This design comes from an exercise in tuning for small area on the open sky130 flow, not from production work.
In this exercise RTL edits were held to simulation tests only and were not proved equivalent to the original.

== build 95 ==
// cpuv1
module cpuv1(
    input logic clk,
    input logic [31:0] inst,
    output logic [31:0] result
);
For scale: about 6600 cells after synthesis, roughly 65 I/O pins, about 65000 µm² of cells after synthesis.
clock: 130.0 ns
lec_check: 0
cap_margin: 5
core_margin: 2
core_utilization: 58
cts_buf_list: sky130_fd_sc_hd__clkbuf_8
gpl_timing_driven: 0
slew_margin: 5
synth_hierarchical: 1
run.sh (not shown) runs the stock make flow with config.mk's settings and CLKGATE_MAP_FILE= SYNTH_SCRIPT=/design/flow/synth_recipe.tcl, a recipe that flattens the netlist after the stock synthesis.
[inputs] build 7 vs build 95
# build 95
export LEC_CHECK = 0
export CAP_MARGIN = 5
export CORE_MARGIN = 2
export CORE_UTILIZATION = 58
export CTS_BUF_LIST = sky130_fd_sc_hd__clkbuf_8
export GPL_TIMING_DRIVEN = 0
export SLEW_MARGIN = 5
export SYNTH_HIERARCHICAL = 1
create_clock -name core_clock -period 130.0 [get_ports {clk}]
# build 7
export LEC_CHECK = 0
export CAP_MARGIN = 5
export CORE_MARGIN = 2
export CORE_UTILIZATION = 58
export CTS_BUF_LIST = sky130_fd_sc_hd__clkbuf_16
export CTS_CLUSTER_DIAMETER = 100
export CTS_CLUSTER_SIZE = 22
export GPL_TIMING_DRIVEN = 0
export SLEW_MARGIN = 5
export SYNTH_HIERARCHICAL = 1
create_clock -name core_clock -period 130.0 [get_ports {clk}]
Results
For the met3 track demand over resource in global routing, build 7 came in 0.86 points lower than build 95 did. The run with more setup slack is build 7; build 95 has less. Looking at timing endpoint of the critical path, the result[26] result is from build 7; the result[27] one comes from build 95. Cmp build 95 and build 7 / hold slack / lower: build 7.
Input changes introduced in build 70 (baseline for comparison: build 7):
# build 7
export LEC_CHECK = 0
export CAP_MARGIN = 5
export CORE_MARGIN = 2
export CORE_UTILIZATION = 58
export CTS_BUF_LIST = sky130_fd_sc_hd__clkbuf_16
export CTS_CLUSTER_DIAMETER = 100
export CTS_CLUSTER_SIZE = 22
export GPL_TIMING_DRIVEN = 0
export SLEW_MARGIN = 5
export SYNTH_HIERARCHICAL = 1
create_clock -name core_clock -period 130.0 [get_ports {clk}]
# build 70
export LEC_CHECK = 0
export CAP_MARGIN = 5
export CORE_MARGIN = 2
export CORE_UTILIZATION = 58
export CTS_BUF_LIST = sky130_fd_sc_hd__clkbuf_16
export CTS_CLUSTER_DIAMETER = 100
export CTS_CLUSTER_SIZE = 26
export GPL_TIMING_DRIVEN = 0
export SLEW_MARGIN = 5
export SYNTH_HIERARCHICAL = 1
create_clock -name core_clock -period 130.0 [get_ports {clk}]
==> run notes <==
- Build 70 has completed all stages; timing, DRC and antenna checks passed.
- Per-cell routed wire length across build 7 and build 70: no real change.
- [compare] base=build 7 new=build 70: area of the multi-input gates held steady, ratio of routed vias to standard cells barely changed, fmax comparable.
- Per the comparison of build 70 with build 7, via count of the routed design neither gained nor lost much, wire length neither gained nor lost much.
- On count of fill cells added during filler insertion, build 70 tracks build 7 almost exactly.
- Diff build 7 -> build 70: ratio of cells with drive above 1 in the final layout level, cell area after layout level.
Setup changes, build 70 to build 67
# build 70
export LEC_CHECK = 0
export CAP_MARGIN = 5
export CORE_MARGIN = 2
export CORE_UTILIZATION = 58
export CTS_BUF_LIST = sky130_fd_sc_hd__clkbuf_16
export CTS_CLUSTER_DIAMETER = 100
export CTS_CLUSTER_SIZE = 26
export GPL_TIMING_DRIVEN = 0
export SLEW_MARGIN = 5
export SYNTH_HIERARCHICAL = 1
create_clock -name core_clock -period 130.0 [get_ports {clk}]
# build 67
export LEC_CHECK = 0
export CAP_MARGIN = 5
export CORE_MARGIN = 2
export CORE_UTILIZATION = 50
export CTS_BUF_LIST = sky130_fd_sc_hd__clkbuf_8
export GPL_TIMING_DRIVEN = 0
export SLEW_MARGIN = 5
export SYNTH_HIERARCHICAL = 1
create_clock -name core_clock -period 130.0 [get_ports {clk}]
[summary]
- Build 67 packs its core looser than build 70.
- Fraction of standard cell area that is sequential delta for build 67 relative to build 70: 0.74 points lower
- Taking build 70 as 1.0, build 67 lands at 0.949 on routability congestion estimate from global placement.
- Build 67 ended up with a higher clock latency on the worst-skew pair than build 70 did.
- Build 67 reports a higher sum of net half-perimeters after detailed placement than build 70 does.
- The higher clock network area share came out of build 67.
- Compared with build 70, build 67 shows final critical-path setup slack higher by 0.76 ns.
- Comparing build 67 and build 70, the lower detailed-route vias per instance is on build 67.

* * *

cpuv1, a different RTL version from the one above (not shown whole).
Size: about 6600 cells after synthesis, ~64000 µm² of cells after synthesis.
clock: 130.0 ns
lec_check: 0
cap_margin: 5
core_margin: 2
core_utilization: 70
cts_buf_list: sky130_fd_sc_hd__clkbuf_8
gpl_timing_driven: 0
slew_margin: 5
synth_hierarchical: 1
The starting point never finished: it broke off in global routing (5_1_grt).
==> next run, changes <==
--- a/flow/config.mk
+++ b/flow/config.mk
@@ -10 +10 @@
-export CORE_UTILIZATION = 70
+export CORE_UTILIZATION = 50
With this change the flow finished clean.
Area after synthesis does not change.
Synthesized cell count does not change.
==> next run, changes <==
--- a/flow/config.mk
+++ b/flow/config.mk
@@ -10 +10 @@
-export CORE_UTILIZATION = 50
+export CORE_UTILIZATION = 58
=>
- cell count shrinks by a few percent
- clock skew grows by 19 ps
- via count grows slightly
- first-iteration DRC count grows by roughly a tenth
- die area shrinks by roughly a tenth
- flip-flop and latch count stays the same
- design area shrinks slightly
- non-clock buffer count shrinks by 12
- setup slack is worse by 660 ps

-- static timing again, ports no longer ideal --
The flow's constraints put no driver on any port. The routed layouts listed below were extracted and timed again, unchanged, in two steps. Step 1 (the two cells are an assumption about what drives the block):
set clk [get_ports {clk}]
set_driving_cell -lib_cell sky130_fd_sc_hd__clkbuf_16 $clk
set_driving_cell -lib_cell sky130_fd_sc_hd__buf_2 [delete_from_list [all_inputs] $clk]
Step 2 times the ports against the registers' clock, not the clock port: input delays grow and output delays shrink by t, the midpoint of the rising clock arrivals with the driver on. Three values: no drivers, after step 1, after step 2; two values: the first two.
run	t (ns)	slack for setup (ns)	hold WS [ns]	slew at the worst register clock pin (ns)	worst data-port slew with drivers (ns)
build 95	0.830	3.203 / 3.178 / 3.178	1.920 / 1.920 / 1.920	0.08 / 0.08	0.11
build 7	0.724	3.388 / 3.364 / 3.364	1.828 / 1.828 / 1.828	0.11 / 0.11	0.12
build 70	0.698	3.032 / 3.008 / 3.008	1.752 / 1.752 / 1.752	0.11 / 0.11	0.12
build 67	0.860	3.796 / 3.772 / 3.772	1.806 / 1.806 / 1.806	0.07 / 0.07	0.13
the second run of note 2	0.866	4.064 / 4.037 / 4.037	1.705 / 1.705 / 1.705	0.07 / 0.07	0.24
the third run of note 2	0.848	3.401 / 3.370 / 3.370	1.743 / 1.743 / 1.743	0.10 / 0.10	0.22
After both steps every run listed still meets setup and hold. For the third run of note 2, which loses most, drivers alone change the setup slack by -0.031 ns; drivers and shift together by -0.031 ns.
